Context: an optimization exercise on an open-source flow, tuned for small area and a short achievable clock period. The choices shown serve that exercise and are no tape-out recipe.
In this exercise RTL edits were held to simulation tests only and were not proved equivalent to the original.
Power and IR drop assume default switching activity.

[flow/constraint.sdc]
create_clock -name core_clock -period 9.0 [get_ports {clk}]
set_input_delay 1.8000 -clock core_clock [delete_from_list [all_inputs] [get_ports {clk}]]
set_output_delay 1.8000 -clock core_clock [all_outputs]
set_load 0.01 [all_outputs]
[flow/design.v]
module alu(
    input [31:0] a,
    input [31:0] b,
    input [3:0] alu_control,
    output reg [31:0] result,
    output wire zero
);
    localparam ALU_ADD = 4'b0000;
    localparam ALU_SUB = 4'b0001;
    localparam ALU_AND = 4'b0010;
    localparam ALU_OR  = 4'b0011;
    localparam ALU_XOR = 4'b0100;
    localparam ALU_SLL = 4'b0101;
    localparam ALU_SRL = 4'b0110;
    localparam ALU_SRA = 4'b0111;
    localparam ALU_SLT = 4'b1000;
    localparam ALU_SLTU = 4'b1001;
    assign zero = (result == 32'b0);
    always @(*) begin
        case(alu_control)
            ALU_ADD: result = a + b;  
            ALU_SUB: result = a - b;  
            ALU_AND: result = a & b;  
            ALU_OR:  result = a | b;  
            ALU_XOR: result = a ^ b;  
            ALU_SLL: result = a << b[4:0];  
            ALU_SRL: result = a >> b[4:0];  
            ALU_SRA: result = $signed(a) >>> b[4:0];  
            ALU_SLT: result = ($signed(a) < $signed(b)) ? 32'b1 : 32'b0;  
            ALU_SLTU: result = (a < b) ? 32'b1 : 32'b0;  
            default: result = 32'b0;  
        endcase
end
endmodule
module alu_control(
    input [1:0] alu_op,           
    input [2:0] funct3,           
    input [6:0] funct7,           
    output reg [3:0] alu_control  
);
    localparam ALU_ADD = 4'b0000;
    localparam ALU_SUB = 4'b0001;
    localparam ALU_AND = 4'b0010;
    localparam ALU_OR  = 4'b0011;
    localparam ALU_XOR = 4'b0100;
    localparam ALU_SLL = 4'b0101;  
    localparam ALU_SRL = 4'b0110;  
    localparam ALU_SRA = 4'b0111;  
    localparam ALU_SLT = 4'b1000;  
    localparam ALU_SLTU = 4'b1001;  
    localparam ALU_OP_LOAD_STORE = 2'b00;  
    localparam ALU_OP_BRANCH = 2'b01;      
    localparam ALU_OP_R_TYPE = 2'b10;      
    localparam ALU_OP_I_TYPE = 2'b11;      
     always @(*) begin
        case(alu_op)
            ALU_OP_LOAD_STORE: begin
                alu_control = ALU_ADD;
            end
            ALU_OP_BRANCH: begin
                alu_control = ALU_SUB;
            end
            ALU_OP_R_TYPE: begin
                case(funct3)
                    3'b000: begin
                        if (funct7[5]) 
                            alu_control = ALU_SUB;
                        else
                            alu_control = ALU_ADD;
                    end
                    3'b001: alu_control = ALU_SLL;   
                    3'b010: alu_control = ALU_SLT;   
                    3'b011: alu_control = ALU_SLTU;  
                    3'b100: alu_control = ALU_XOR;   
                    3'b101: begin
                        if (funct7[5]) 
                            alu_control = ALU_SRA;
                        else
                            alu_control = ALU_SRL;
                    end
                    3'b110: alu_control = ALU_OR;    
                    3'b111: alu_control = ALU_AND;   
                    default: alu_control = ALU_ADD;  
                endcase
            end
            ALU_OP_I_TYPE: begin
                case(funct3)
                    3'b000: alu_control = ALU_ADD;   
                    3'b001: alu_control = ALU_SLL;   
                    3'b010: alu_control = ALU_SLT;   
                    3'b011: alu_control = ALU_SLTU;  
                    3'b100: alu_control = ALU_XOR;   
                    3'b101: begin
                        if (funct7[5]) 
                            alu_control = ALU_SRA;
                        else
                            alu_control = ALU_SRL;
                    end
                    3'b110: alu_control = ALU_OR;    
                    3'b111: alu_control = ALU_AND;   
                    default: alu_control = ALU_ADD;  
                endcase
            end
            default: alu_control = ALU_ADD;  
        endcase
    end
endmodule
module branch_predictor(
    input clk,
    input reset,
    input [31:0] branch_pc,      
    input branch_outcome,        
    input branch_resolved,       
    output reg branch_prediction  
);
    always @(*) begin
        branch_prediction = (branch_pc[2] == 1'b0) ? 1'b0 : 1'b1;
    end
endmodule
module pipelined_control_unit(
    input [6:0] opcode,
    input [2:0] funct3,
    input [6:0] funct7,
    input stall,
    input flush,
    output reg [1:0] alu_op,
    output reg alu_src,
    output reg reg_write,
    output reg mem_to_reg,
    output reg mem_write,
    output reg mem_read,
    output reg branch,
    output reg jump,
    output reg pc_write
);
    localparam R_TYPE = 7'b0110011;
    localparam I_TYPE_ALU = 7'b0010011;
    localparam I_TYPE_LD = 7'b0000011;
    localparam S_TYPE = 7'b0100011;
    localparam B_TYPE = 7'b1100011;
    localparam J_TYPE_JAL = 7'b1101111;
    localparam I_TYPE_JALR = 7'b1100111;
    reg [1:0] alu_op_temp;
    reg alu_src_temp;
    reg mem_to_reg_temp;
    reg reg_write_temp;
    reg mem_read_temp;
    reg mem_write_temp;
    reg branch_temp;
    reg jump_temp;
    always @(*) begin
        alu_op_temp = 2'b00;
        alu_src_temp = 1'b0;
        mem_to_reg_temp = 1'b0;
        reg_write_temp = 1'b0;
        mem_read_temp = 1'b0;
        mem_write_temp = 1'b0;
        branch_temp = 1'b0;
        jump_temp = 1'b0;
        case(opcode)
            R_TYPE: begin
                alu_op_temp = 2'b10;      
                alu_src_temp = 1'b0;      
                mem_to_reg_temp = 1'b0;   
                reg_write_temp = 1'b1;    
                mem_read_temp = 1'b0;     
                mem_write_temp = 1'b0;    
                branch_temp = 1'b0;       
                jump_temp = 1'b0;         
            end
            I_TYPE_ALU: begin
                alu_op_temp = 2'b11;      
                alu_src_temp = 1'b1;      
                mem_to_reg_temp = 1'b0;   
                reg_write_temp = 1'b1;    
                mem_read_temp = 1'b0;     
                mem_write_temp = 1'b0;    
                branch_temp = 1'b0;       
                jump_temp = 1'b0;         
            end
            I_TYPE_LD: begin
                alu_op_temp = 2'b00;      
                alu_src_temp = 1'b1;      
                mem_to_reg_temp = 1'b1;   
                reg_write_temp = 1'b1;    
                mem_read_temp = 1'b1;     
                mem_write_temp = 1'b0;    
                branch_temp = 1'b0;       
                jump_temp = 1'b0;         
            end
            S_TYPE: begin
                alu_op_temp = 2'b00;      
                alu_src_temp = 1'b1;      
                mem_to_reg_temp = 1'b0;   
                reg_write_temp = 1'b0;    
                mem_read_temp = 1'b0;     
                mem_write_temp = 1'b1;    
                branch_temp = 1'b0;       
                jump_temp = 1'b0;         
            end
            B_TYPE: begin
                alu_op_temp = 2'b01;      
                alu_src_temp = 1'b0;      
                mem_to_reg_temp = 1'b0;   
                reg_write_temp = 1'b0;    
                mem_read_temp = 1'b0;     
                mem_write_temp = 1'b0;    
                branch_temp = 1'b1;       
                jump_temp = 1'b0;         
            end
            J_TYPE_JAL: begin
                alu_op_temp = 2'b00;      
                alu_src_temp = 1'b0;      
                mem_to_reg_temp = 1'b0;   
                reg_write_temp = 1'b1;    
                mem_read_temp = 1'b0;     
                mem_write_temp = 1'b0;    
                branch_temp = 1'b0;       
                jump_temp = 1'b1;         
            end
            I_TYPE_JALR: begin
                alu_op_temp = 2'b00;      
                alu_src_temp = 1'b1;      
                mem_to_reg_temp = 1'b0;   
                reg_write_temp = 1'b1;    
                mem_read_temp = 1'b0;     
                mem_write_temp = 1'b0;    
                branch_temp = 1'b0;       
                jump_temp = 1'b1;         
            end
             default: begin
                alu_op_temp = 2'b00;
                alu_src_temp = 1'b0;
                mem_to_reg_temp = 1'b0;
                reg_write_temp = 1'b0;
                mem_read_temp = 1'b0;
                mem_write_temp = 1'b0;
                branch_temp = 1'b0;
                jump_temp = 1'b0;
            end
        endcase
    end
     always @(*) begin
        if (flush) begin
            alu_op = 2'b00;
            alu_src = 1'b0;
            mem_to_reg = 1'b0;
            reg_write = 1'b0;
            mem_read = 1'b0;
            mem_write = 1'b0;
            branch = 1'b0;
            jump = 1'b0;
            pc_write = 1'b1;
        end
        else if (stall) begin
            alu_op = alu_op_temp;
            alu_src = alu_src_temp;
            mem_to_reg = mem_to_reg_temp;
            reg_write = 1'b0;        
            mem_read = 1'b0;         
            mem_write = 1'b0;        
            branch = branch_temp;
            jump = jump_temp;
            pc_write = 1'b0;         
        end
        else begin
            alu_op = alu_op_temp;
            alu_src = alu_src_temp;
            mem_to_reg = mem_to_reg_temp;
            reg_write = reg_write_temp;
            mem_read = mem_read_temp;
            mem_write = mem_write_temp;
            branch = branch_temp;
            jump = jump_temp;
            pc_write = 1'b1;         
        end
    end
endmodule
module forwarding_unit(
    input [4:0] id_ex_rs1_addr,   
    input [4:0] id_ex_rs2_addr,   
    input [4:0] ex_mem_rd_addr,   
    input [4:0] mem_wb_rd_addr,   
    input ex_mem_reg_write,       
    input mem_wb_reg_write,       
    output reg [1:0] forward_a,   
    output reg [1:0] forward_b,   
    input [4:0] mem_mem_rs2_addr,  
    input mem_mem_write,           
    output reg forward_mem         
);
    localparam NO_FORWARD = 2'b00;     
    localparam FORWARD_FROM_WB = 2'b01;  
    localparam FORWARD_FROM_MEM = 2'b10;  
    always @(*) begin
        forward_a = NO_FORWARD;
        forward_b = NO_FORWARD;
        if (ex_mem_reg_write && ex_mem_rd_addr != 5'b0 && 
            ex_mem_rd_addr == id_ex_rs1_addr) begin
            forward_a = FORWARD_FROM_MEM;
        end
        if (ex_mem_reg_write && ex_mem_rd_addr != 5'b0 && 
            ex_mem_rd_addr == id_ex_rs2_addr) begin
            forward_b = FORWARD_FROM_MEM;
        end
        if (mem_wb_reg_write && mem_wb_rd_addr != 5'b0 && 
            mem_wb_rd_addr == id_ex_rs1_addr && 
            !(ex_mem_reg_write && ex_mem_rd_addr != 5'b0 && ex_mem_rd_addr == id_ex_rs1_addr)) begin
            forward_a = FORWARD_FROM_WB;
        end
        if (mem_wb_reg_write && mem_wb_rd_addr != 5'b0 && 
            mem_wb_rd_addr == id_ex_rs2_addr && 
            !(ex_mem_reg_write && ex_mem_rd_addr != 5'b0 && ex_mem_rd_addr == id_ex_rs2_addr)) begin
            forward_b = FORWARD_FROM_WB;
        end
    end
    always @(*) begin
        forward_mem = 1'b0;  
        if (mem_mem_write && mem_wb_reg_write && mem_wb_rd_addr != 5'b0 && 
            mem_wb_rd_addr == mem_mem_rs2_addr) begin
            forward_mem = 1'b1;
        end
    end
endmodule
module hazard_detection_unit(
    input [4:0] if_id_rs1_addr,       
    input [4:0] if_id_rs2_addr,       
    input [4:0] id_ex_rd_addr,        
    input id_ex_mem_read,             
    input branch_taken,               
    input jump,                       
    output reg stall_pipeline,        
    output reg flush_pipeline         
);
    always @(*) begin
        stall_pipeline = 1'b0;
        flush_pipeline = 1'b0;
        if (id_ex_mem_read && 
            ((id_ex_rd_addr == if_id_rs1_addr && if_id_rs1_addr != 5'b0) || 
             (id_ex_rd_addr == if_id_rs2_addr && if_id_rs2_addr != 5'b0))) begin
            stall_pipeline = 1'b1;    
        end
        if (branch_taken || jump) begin
            flush_pipeline = 1'b1;    
        end
    end
endmodule
module immediate_gen(
    input [31:0] instruction,         
    output reg [31:0] immediate       
);
    wire [6:0] opcode;
    assign opcode = instruction[6:0];
    always @(*) begin
        case(opcode)
            7'b0000011: begin  
                immediate = {{20{instruction[31]}}, instruction[31:20]};
            end
            7'b0010011: begin  
                if (instruction[14:12] == 3'b001 || instruction[14:12] == 3'b101) begin
                    immediate = {27'b0, instruction[24:20]};  
                end else begin
                    immediate = {{20{instruction[31]}}, instruction[31:20]};
                end
            end
            7'b0100011: begin  
                immediate = {{20{instruction[31]}}, instruction[31:25], instruction[11:7]};
            end
            7'b1100011: begin  
                immediate = {{20{instruction[31]}}, instruction[7], instruction[30:25], 
                             instruction[11:8], 1'b0};
            end
            7'b0110111: begin  
                immediate = {instruction[31:12], 12'b0};
            end
            7'b0010111: begin  
                immediate = {instruction[31:12], 12'b0};
            end
            7'b1101111: begin  
                immediate = {{12{instruction[31]}}, instruction[19:12], instruction[20], 
                             instruction[30:21], 1'b0};
            end
            7'b1100111: begin  
                immediate = {{20{instruction[31]}}, instruction[31:20]};
            end
            default: begin
                immediate = 32'b0;  
            end
        endcase
    end
endmodule
module register_file(
    input clk,                     
    input reset,                   
    input [4:0] rs1_addr,          
    input [4:0] rs2_addr,          
    input [4:0] rd_addr,           
    input [31:0] write_data,       
    input reg_write,               
    output [31:0] rs1_data,        
    output [31:0] rs2_data         
);
    reg [31:0] registers [0:31];
    integer i;
    always @(posedge clk) begin
        if (reset) begin
            for (i = 0; i < 32; i = i + 1) begin
                registers[i] <= 32'b0;
            end
        end
        else if (reg_write && rd_addr != 5'b0) begin
            registers[rd_addr] <= write_data;
        end
    end
    assign rs1_data = (rs1_addr == 5'b0) ? 32'b0 : registers[rs1_addr];
    assign rs2_data = (rs2_addr == 5'b0) ? 32'b0 : registers[rs2_addr];
endmodule
module risc_v_pipeline_cpu(
    input clk,                   
    input reset,                 
    output [31:0] instr_addr,    
    input [31:0] instruction,    
    output [31:0] data_addr,     
    output [31:0] data_write,    
    input [31:0] data_read,      
    output mem_write_en,         
    output mem_read_en           
);
    reg [31:0] pc;
    wire [31:0] pc_next;
    wire [31:0] pc_plus4;
    wire [31:0] branch_target;
    wire pc_write;
    wire [31:0] if_instruction;
    reg [31:0] if_id_pc;
    reg [31:0] if_id_instruction;
    wire if_id_write;            
    wire if_id_flush;            
    wire [4:0] id_rs1_addr, id_rs2_addr, id_rd_addr;
    wire [31:0] id_rs1_data, id_rs2_data;
    wire [31:0] id_immediate;
    wire [2:0] id_funct3;
    wire [6:0] id_funct7;
    wire [1:0] id_alu_op;
    wire id_alu_src;
    wire id_mem_to_reg;
    wire id_reg_write;
    wire id_mem_read;
    wire id_mem_write;
    wire id_branch;
    wire id_jump;
    wire stall_pipeline;
    wire flush_pipeline;
    reg [31:0] id_ex_pc;
    reg [31:0] id_ex_rs1_data;
    reg [31:0] id_ex_rs2_data;
    reg [31:0] id_ex_immediate;
    reg [4:0] id_ex_rs1_addr;
    reg [4:0] id_ex_rs2_addr;
    reg [4:0] id_ex_rd_addr;
    reg [2:0] id_ex_funct3;
    reg [6:0] id_ex_funct7;
    reg [1:0] id_ex_alu_op;
    reg id_ex_alu_src;
    reg id_ex_mem_to_reg;
    reg id_ex_reg_write;
    reg id_ex_mem_read;
    reg id_ex_mem_write;
    reg id_ex_branch;
    reg id_ex_jump;
    wire [3:0] ex_alu_control;
    wire [31:0] ex_alu_result;
    wire ex_zero_flag;
    wire ex_branch_taken;
    wire [1:0] forward_a, forward_b;
    reg [31:0] ex_alu_input_a, ex_alu_input_b;
    reg [31:0] ex_alu_input_b_mux_out;
    reg [31:0] ex_mem_pc_plus4;
    reg [31:0] ex_mem_branch_target;
    reg ex_mem_zero_flag;
    reg ex_mem_branch_taken;
    reg [31:0] ex_mem_alu_result;
    reg [31:0] ex_mem_rs2_data;
    reg [4:0] ex_mem_rd_addr;
    reg [2:0] ex_mem_funct3;
    reg ex_mem_mem_to_reg;
    reg ex_mem_reg_write;
    reg ex_mem_mem_read;
    reg ex_mem_mem_write;
    reg ex_mem_branch;
    reg ex_mem_jump;
    wire mem_pc_src;
    wire [31:0] mem_read_data;
    reg [31:0] mem_wb_alu_result;
    reg [31:0] mem_wb_read_data;
    reg [4:0] mem_wb_rd_addr;
    reg mem_wb_mem_to_reg;
    reg mem_wb_reg_write;
    wire [31:0] wb_write_data;
    wire branch_prediction;
    wire branch_resolved;
    wire actual_branch_outcome;
    always @(posedge clk or posedge reset) begin
        if (reset)
            pc <= 32'h00000000;
        else if (pc_write)
            pc <= pc_next;
    end
    assign pc_plus4 = pc + 32'd4;
    assign pc_next = mem_pc_src ? ex_mem_branch_target : pc_plus4;
    assign instr_addr = pc;
    assign if_instruction = instruction;
    branch_predictor branch_pred(
        .clk(clk),
        .reset(reset),
        .branch_pc(id_ex_pc),
        .branch_outcome(actual_branch_outcome),
        .branch_resolved(branch_resolved),
        .branch_prediction(branch_prediction)
    );
    always @(posedge clk or posedge reset) begin
        if (reset) begin
            if_id_pc <= 32'h00000000;
            if_id_instruction <= 32'h00000000;
        end
        else if (if_id_flush) begin
            if_id_pc <= 32'h00000000;
            if_id_instruction <= 32'h00000000;
        end
        else if (if_id_write) begin
            if_id_pc <= pc;
            if_id_instruction <= if_instruction;
        end
    end
    assign id_rs1_addr = if_id_instruction[19:15];
    assign id_rs2_addr = if_id_instruction[24:20];
    assign id_rd_addr = if_id_instruction[11:7];
    assign id_funct3 = if_id_instruction[14:12];
    assign id_funct7 = if_id_instruction[31:25];
    register_file registers(
        .clk(clk),
        .reset(reset),
        .rs1_addr(id_rs1_addr),
        .rs2_addr(id_rs2_addr),
        .rd_addr(mem_wb_rd_addr),
        .write_data(wb_write_data),
        .reg_write(mem_wb_reg_write),
        .rs1_data(id_rs1_data),
        .rs2_data(id_rs2_data)
    );
    immediate_gen imm_gen(
        .instruction(if_id_instruction),
        .immediate(id_immediate)
    );
    pipelined_control_unit control_unit(
        .opcode(if_id_instruction[6:0]),
        .funct3(id_funct3),
        .funct7(id_funct7),
        .stall(stall_pipeline),
        .flush(flush_pipeline),
        .alu_op(id_alu_op),
        .alu_src(id_alu_src),
        .mem_to_reg(id_mem_to_reg),
        .reg_write(id_reg_write),
        .mem_read(id_mem_read),
        .mem_write(id_mem_write),
        .branch(id_branch),
        .jump(id_jump),
        .pc_write(pc_write)
    );
    hazard_detection_unit hazard_detect(
        .if_id_rs1_addr(id_rs1_addr),
        .if_id_rs2_addr(id_rs2_addr),
        .id_ex_rd_addr(id_ex_rd_addr),
        .id_ex_mem_read(id_ex_mem_read),
        .branch_taken(ex_mem_branch_taken),
        .jump(id_ex_jump),
        .stall_pipeline(stall_pipeline),
        .flush_pipeline(flush_pipeline)
    );
    assign if_id_write = ~stall_pipeline;
    assign if_id_flush = flush_pipeline;
    always @(posedge clk or posedge reset) begin
        if (reset) begin
            id_ex_pc <= 32'h00000000;
            id_ex_rs1_data <= 32'h00000000;
            id_ex_rs2_data <= 32'h00000000;
            id_ex_immediate <= 32'h00000000;
            id_ex_rs1_addr <= 5'b00000;
            id_ex_rs2_addr <= 5'b00000;
            id_ex_rd_addr <= 5'b00000;
            id_ex_funct3 <= 3'b000;
            id_ex_funct7 <= 7'b0000000;
            id_ex_alu_op <= 2'b00;
            id_ex_alu_src <= 1'b0;
            id_ex_mem_to_reg <= 1'b0;
            id_ex_reg_write <= 1'b0;
            id_ex_mem_read <= 1'b0;
            id_ex_mem_write <= 1'b0;
            id_ex_branch <= 1'b0;
            id_ex_jump <= 1'b0;
        end
        else if (flush_pipeline) begin
            id_ex_pc <= 32'h00000000;
            id_ex_rs1_data <= 32'h00000000;
            id_ex_rs2_data <= 32'h00000000;
            id_ex_immediate <= 32'h00000000;
            id_ex_rs1_addr <= 5'b00000;
            id_ex_rs2_addr <= 5'b00000;
            id_ex_rd_addr <= 5'b00000;
            id_ex_funct3 <= 3'b000;
            id_ex_funct7 <= 7'b0000000;
            id_ex_alu_op <= 2'b00;
            id_ex_alu_src <= 1'b0;
            id_ex_mem_to_reg <= 1'b0;
            id_ex_reg_write <= 1'b0;
            id_ex_mem_read <= 1'b0;
            id_ex_mem_write <= 1'b0;
            id_ex_branch <= 1'b0;
            id_ex_jump <= 1'b0;
        end
        else begin
            id_ex_pc <= if_id_pc;
            id_ex_rs1_data <= id_rs1_data;
            id_ex_rs2_data <= id_rs2_data;
            id_ex_immediate <= id_immediate;
            id_ex_rs1_addr <= id_rs1_addr;
            id_ex_rs2_addr <= id_rs2_addr;
            id_ex_rd_addr <= id_rd_addr;
            id_ex_funct3 <= id_funct3;
            id_ex_funct7 <= id_funct7;
            id_ex_alu_op <= id_alu_op;
            id_ex_alu_src <= id_alu_src;
            id_ex_mem_to_reg <= id_mem_to_reg;
            id_ex_reg_write <= id_reg_write;
            id_ex_mem_read <= id_mem_read;
            id_ex_mem_write <= id_mem_write;
            id_ex_branch <= id_branch;
            id_ex_jump <= id_jump;
        end
    end
    alu_control alu_ctrl(
        .alu_op(id_ex_alu_op),
        .funct3(id_ex_funct3),
        .funct7(id_ex_funct7),
        .alu_control(ex_alu_control)
    );
    forwarding_unit forwarding(
        .id_ex_rs1_addr(id_ex_rs1_addr),
        .id_ex_rs2_addr(id_ex_rs2_addr),
        .ex_mem_rd_addr(ex_mem_rd_addr),
        .mem_wb_rd_addr(mem_wb_rd_addr),
        .ex_mem_reg_write(ex_mem_reg_write),
        .mem_wb_reg_write(mem_wb_reg_write),
        .forward_a(forward_a),
        .forward_b(forward_b),
        .mem_mem_rs2_addr(5'b00000),
        .mem_mem_write(ex_mem_mem_write),
        .forward_mem()
    );
    always @(*) begin
        case (forward_a)
            2'b00: ex_alu_input_a = id_ex_rs1_data;            
            2'b01: ex_alu_input_a = wb_write_data;             
            2'b10: ex_alu_input_a = ex_mem_alu_result;         
            default: ex_alu_input_a = id_ex_rs1_data;
        endcase
    end
    always @(*) begin
        case (forward_b)
            2'b00: ex_alu_input_b_mux_out = id_ex_rs2_data;    
            2'b01: ex_alu_input_b_mux_out = wb_write_data;     
            2'b10: ex_alu_input_b_mux_out = ex_mem_alu_result;  
            default: ex_alu_input_b_mux_out = id_ex_rs2_data;
        endcase
    end
    always @(*) begin
        ex_alu_input_b = id_ex_alu_src ? id_ex_immediate : ex_alu_input_b_mux_out;
    end
    alu alu_unit(
        .a(ex_alu_input_a),
        .b(ex_alu_input_b),
        .alu_control(ex_alu_control),
        .result(ex_alu_result),
        .zero(ex_zero_flag)
    );
    assign branch_target = id_ex_pc + id_ex_immediate;
    assign ex_branch_taken = (id_ex_branch & ex_zero_flag) | id_ex_jump;
    assign branch_resolved = id_ex_branch | id_ex_jump;
    assign actual_branch_outcome = ex_branch_taken;
    always @(posedge clk or posedge reset) begin
        if (reset) begin
            ex_mem_pc_plus4 <= 32'h00000000;
            ex_mem_branch_target <= 32'h00000000;
            ex_mem_zero_flag <= 1'b0;
            ex_mem_branch_taken <= 1'b0;
            ex_mem_alu_result <= 32'h00000000;
            ex_mem_rs2_data <= 32'h00000000;
            ex_mem_rd_addr <= 5'b00000;
            ex_mem_funct3 <= 3'b000;
            ex_mem_mem_to_reg <= 1'b0;
            ex_mem_reg_write <= 1'b0;
            ex_mem_mem_read <= 1'b0;
            ex_mem_mem_write <= 1'b0;
            ex_mem_branch <= 1'b0;
            ex_mem_jump <= 1'b0;
        end
        else begin
            ex_mem_pc_plus4 <= pc_plus4;
            ex_mem_branch_target <= branch_target;
            ex_mem_zero_flag <= ex_zero_flag;
            ex_mem_branch_taken <= ex_branch_taken;
            ex_mem_alu_result <= ex_alu_result;
            ex_mem_rs2_data <= ex_alu_input_b_mux_out;
            ex_mem_rd_addr <= id_ex_rd_addr;
            ex_mem_funct3 <= id_ex_funct3;
            ex_mem_mem_to_reg <= id_ex_mem_to_reg;
            ex_mem_reg_write <= id_ex_reg_write;
            ex_mem_mem_read <= id_ex_mem_read;
            ex_mem_mem_write <= id_ex_mem_write;
            ex_mem_branch <= id_ex_branch;
            ex_mem_jump <= id_ex_jump;
        end
    end
    assign mem_pc_src = ex_mem_branch_taken;
    assign data_addr = ex_mem_alu_result;
    assign data_write = ex_mem_rs2_data;
    assign mem_write_en = ex_mem_mem_write;
    assign mem_read_en = ex_mem_mem_read;
    assign mem_read_data = data_read;
    always @(posedge clk or posedge reset) begin
        if (reset) begin
            mem_wb_alu_result <= 32'h00000000;
            mem_wb_read_data <= 32'h00000000;
            mem_wb_rd_addr <= 5'b00000;
            mem_wb_mem_to_reg <= 1'b0;
            mem_wb_reg_write <= 1'b0;
        end
        else begin
            mem_wb_alu_result <= ex_mem_alu_result;
            mem_wb_read_data <= mem_read_data;
            mem_wb_rd_addr <= ex_mem_rd_addr;
            mem_wb_mem_to_reg <= ex_mem_mem_to_reg;
            mem_wb_reg_write <= ex_mem_reg_write;
        end
    end
    assign wb_write_data = mem_wb_mem_to_reg ? mem_wb_read_data : mem_wb_alu_result;
endmodule
[flow/config.mk]
export PLATFORM = sky130hd
export DESIGN_NAME = risc_v_pipeline_cpu
export DESIGN_NICKNAME = risc_v_pipeline_cpu
export VERILOG_FILES = /design/flow/design.v
export SDC_FILE = /design/flow/constraint.sdc
export NUM_CORES = 4
export LEC_CHECK = 0
export CAP_MARGIN = 20
export CORE_MARGIN = 2
export CORE_UTILIZATION = 40
export SLEW_MARGIN = 20
[flow/run.sh]
#!/bin/bash
# synth_recipe.tcl (not shown) runs the flow's synth.tcl, then flattens the netlist and writes it again
# the make line also repeats each setting of config.mk as NAME=value (left out here)
make -C /OpenROAD-flow-scripts/flow DESIGN_CONFIG=/design/flow/config.mk WORK_HOME=/design/flow/orfs CLKGATE_MAP_FILE= SYNTH_SCRIPT=/design/flow/synth_recipe.tcl finish
==> run summary <==
==> path summary, 6_finish.rpt <==
path / start / end / slack [ps]
max reg2reg: mem_wb_mem_to_reg$_DFF_PP0_ / ex_mem_branch_taken$_DFF_PP0_ / 980
max: mem_wb_mem_to_reg$_DFF_PP0_ / ex_mem_branch_taken$_DFF_PP0_ / 980
min: id_ex_reg_write$_DFF_PP0_ / ex_mem_reg_write$_DFF_PP0_ / 360
min reg2reg: id_ex_reg_write$_DFF_PP0_ / ex_mem_reg_write$_DFF_PP0_ / 360
min in group asynchronous: reset / id_ex_rs1_data[2]$_DFF_PP0_ / 1670
max in group asynchronous: reset / id_ex_alu_src$_DFF_PP0_ / 5410
==> cells in the mapped netlist (35+ instances only) <==
library cell	n
clkbuf_1	412
nor3_1	60
o211ai_1	37
a21oi_1	169
ha_1	130
mux4_2	643
xnor2_1	49
edfxtp_1	1024
buf_1	77
o22ai_1	46
mux2i_1	286
nand2_1	290
a21o_1	35
dfrtp_1	429
inv_1	119
nor2_1	1351
and2_1	64
nand3_1	87
o21ai_0	210
mux2_2	40
==> cells by family (layout without fill, tap and decap cells) <==
| group | Yosys count | after routing | share of synthesized area |
|---|---|---|---|
| AO/OA/AOI/OAI | 791 | 791 | 0.06801 |
| buffers and inverters | 657 | 782 | 0.03351 |
| other | 1 | 33 | 0.00004831 |
| flip-flops | 1453 | 1453 | 0.5345 |
| multiplexers | 969 | 969 | 0.2293 |
| AND/OR/NAND/NOR | 1983 | 1983 | 0.1056 |
| XOR/XNOR | 65 | 65 | 0.007334 |
| adder cells (fa/ha/maj) | 133 | 133 | 0.02173 |
==> routing by layer <==
layer | GRT usage | up-vias
li1 | - | 22720
met1 | 0.3747 | 28480
met2 | 0.4470 | 3564
met3 | 0.06373 | 668
met4 | 0.1236 | 10
met5 | 0.004396 | -
==> layout make-up <==
type | instances | share of cell area
Clock inverter | 84 | 0.01060
Tap cell | 2526 | 0.03590
Sequential cell | 1453 | 0.4717
Timing Repair Buffer | 358 | 0.03695
Multi-Input combinational cell | 3973 | 0.3898
Clock buffer | 216 | 0.04963
Antenna cell | 1 | 0.00002843
Inverter | 124 | 0.005373
==> power by group <==
group | switching, mW | total (mW) | internal, mW | leakage, nW
sequential | 0.639 | 8.32 | 7.68 | 15.9
clock | 2.90 | 6.64 | 3.74 | 2.56
combinational | 3.19 | 4.87 | 1.68 | 15.5
total | 6.73 | 19.8 | 13.1 | 34.0
==> through the flow <==
stage | instance area (sq um) | hold WS (ps)
floorplan | 77740 | 331.2
global placement | 82540 | 342.9
detailed placement | 82540 | 334.7
CTS | 87840 | 347.5
global route | 88030 | 370.3
finish | 88030 | 356.9
==> worst max-delay path, cell delays in order, from the launching register on <==
cell and delay (ps):
dfrtp_4 880, buf_4 590, mux2i_4 310, buf_4 380
nand2_1 80, o21ai_0 100, o21ai_0 140, mux2_2 310
ha_1 440, a21oi_1 190, o21a_1 140, a31oi_1 360
a31oi_1 250, o21ai_0 510, a21oi_1 170, o41ai_1 490
a21boi_0 260, o31ai_1 620, a21oi_1 160, o21bai_1 270
o221ai_1 170, a21o_1 210, or4_1 570, o41ai_2 210
==> results.yml <==
worst_setup_path:
  crit_type: "flop to flop"
  required_ps: 9700
  startpoint_type: "flop"
  cp-end-kind: "flop"
  worstPathMaxFanout: 33
  r2r_cells: 23
  worstPathArrival_ps: 8720
layout:
  fin_util: 0.4571
  nets: 6271
  nFillCells: 16950
  top_register: "registers.registers"
  final_common_cell: "nor2_1"
  multi_input_area_sq_um: 34320
  fin_cells: 8735
  drive_gt1_frac: 0.2046
  largest_reg_flops: 1024
  syn_to_final_growth_pct: 13.41
  sequential_cell_area_sq_um: 41520
  final_cell_mix: "nor2_1 (1349), edfxtp_1 (1024), mux4_2 (643)"
global_routing:
  overflow: 0
  first_global_vias: 54600
  grt_first_pass_wirelength_um: 402000
  grt_max_degree: 122
  grt_util_all_layers: 0.2829
  antenna_found_initial: 6
synthesis:
  synth_warnings: 9
  synth_edf_count: 1024
  synth_seq_area_share: 0.5345
  synth_cell_types: 97
  avgSynthCellArea_sq_um: 12.83
  netlist_area_sq_um: 77620
  synth_area_leaders: "edfxtp_1 (40%), mux4_2 (19%), dfrtp_1 (14%)"
  synth_top_area_frac: 0.3962
  yosys.area.top_type: "edfxtp_1"
  synthCells: 6052
  ys.flop_type: "edfxtp_1"
  synthArstFlopShare: 0.2953
  synth-seq-cells: 1453
route:
  drcViolationCount: 0
  met2_length_um: 131700
  postRouteAntennaNets: 0
  initialDrtViolationCount: 7896
  firstDrtPassIters: 6
  wl_met1_um: 105500
  drt_wl_total_um: 282200
  wl_per_cell_um: 32.31
  vias: 55440
  route.met3.wl_um: 30910
  top_layer: "met5"
  vias_per_cell: 6.346
power:
  power_leakage_nw: 34.01
  power_mw: 19.84
  ir_drop_uv: 199.1
  p_per_area_nw_per_um2: 225.3
cts:
  cts_setup_buffers: 0
  clk_path_buf_depth: 3
  postCtsHoldBufs: 0
  clock-sinks: 1453
  cts_htree_levels: 4
  root_buffer: "clkbuf_16"
  clock_latency_ps: 860
  cts_resized: 0
  cts_inserted_buffers: 162
  tritoncts: "built"
  cts.reportedPaths.clkPinSlew_ps: 60
run_status:
  status: "finished clean"
placement:
  dpl.hpwl_um: 178500
  placed_cells: 8427
  place.gp.congestion: 1.022
  dpl_worst_slack_ps: 1245
  port_buffers: 163
timing:
  tightest_slew_ps: 1183
  finalHoldViolCount: 0
  worst_slack_ps: 979.1
  setup_viol: 0
  relSlewSlack: 0.2032
  drv_slew: 0
  setup_tns_ps: 0
  rsz0062_at_grt: "false"
  min_period_ps: 8021
  skew_ps: 93.46
  max_freq_mhz: 124.7
  post-route-period-util: 0.8912
job:
  cap_viol_max_count: 0
die:
  initial_core_util: 0.4031
  die_h_um: 444.5
  die_x_um: 444.5
  core_area_sq_um: 192600
  die-area_sq_um: 197600
  top_level_ports: 164
  num_rows: 161
worst_hold_path:
  whs_path_depth: 0
  hold_path.class: "flop to flop"

[separate check: timing with driven ports]
The results above use ideal ports. As a check the final layout listed here was re-extracted and re-timed, cells and wires unchanged. Step 1: set_driving_cell puts a clkbuf_16 on clk and a buf_2 on each other input, an assumption about the parent block. Step 2 moves the port delays by t, midway between the first and last clock arrival at a register: inputs arrive t later, outputs are due t later. That takes back most of the time a late clock gives input paths. Slacks: no drivers / after step 1 / after step 2; pairs: no drivers / after step 1.
t (ns): 0.901
setup WS [ns]: 0.979 / 0.979 / 0.979
worst slew at a driven data input, ns: 0.09
After both steps setup and hold are still met in this run. For this run, drivers alone change the setup slack by 0.000 ns; drivers and shift together by 0.000 ns.
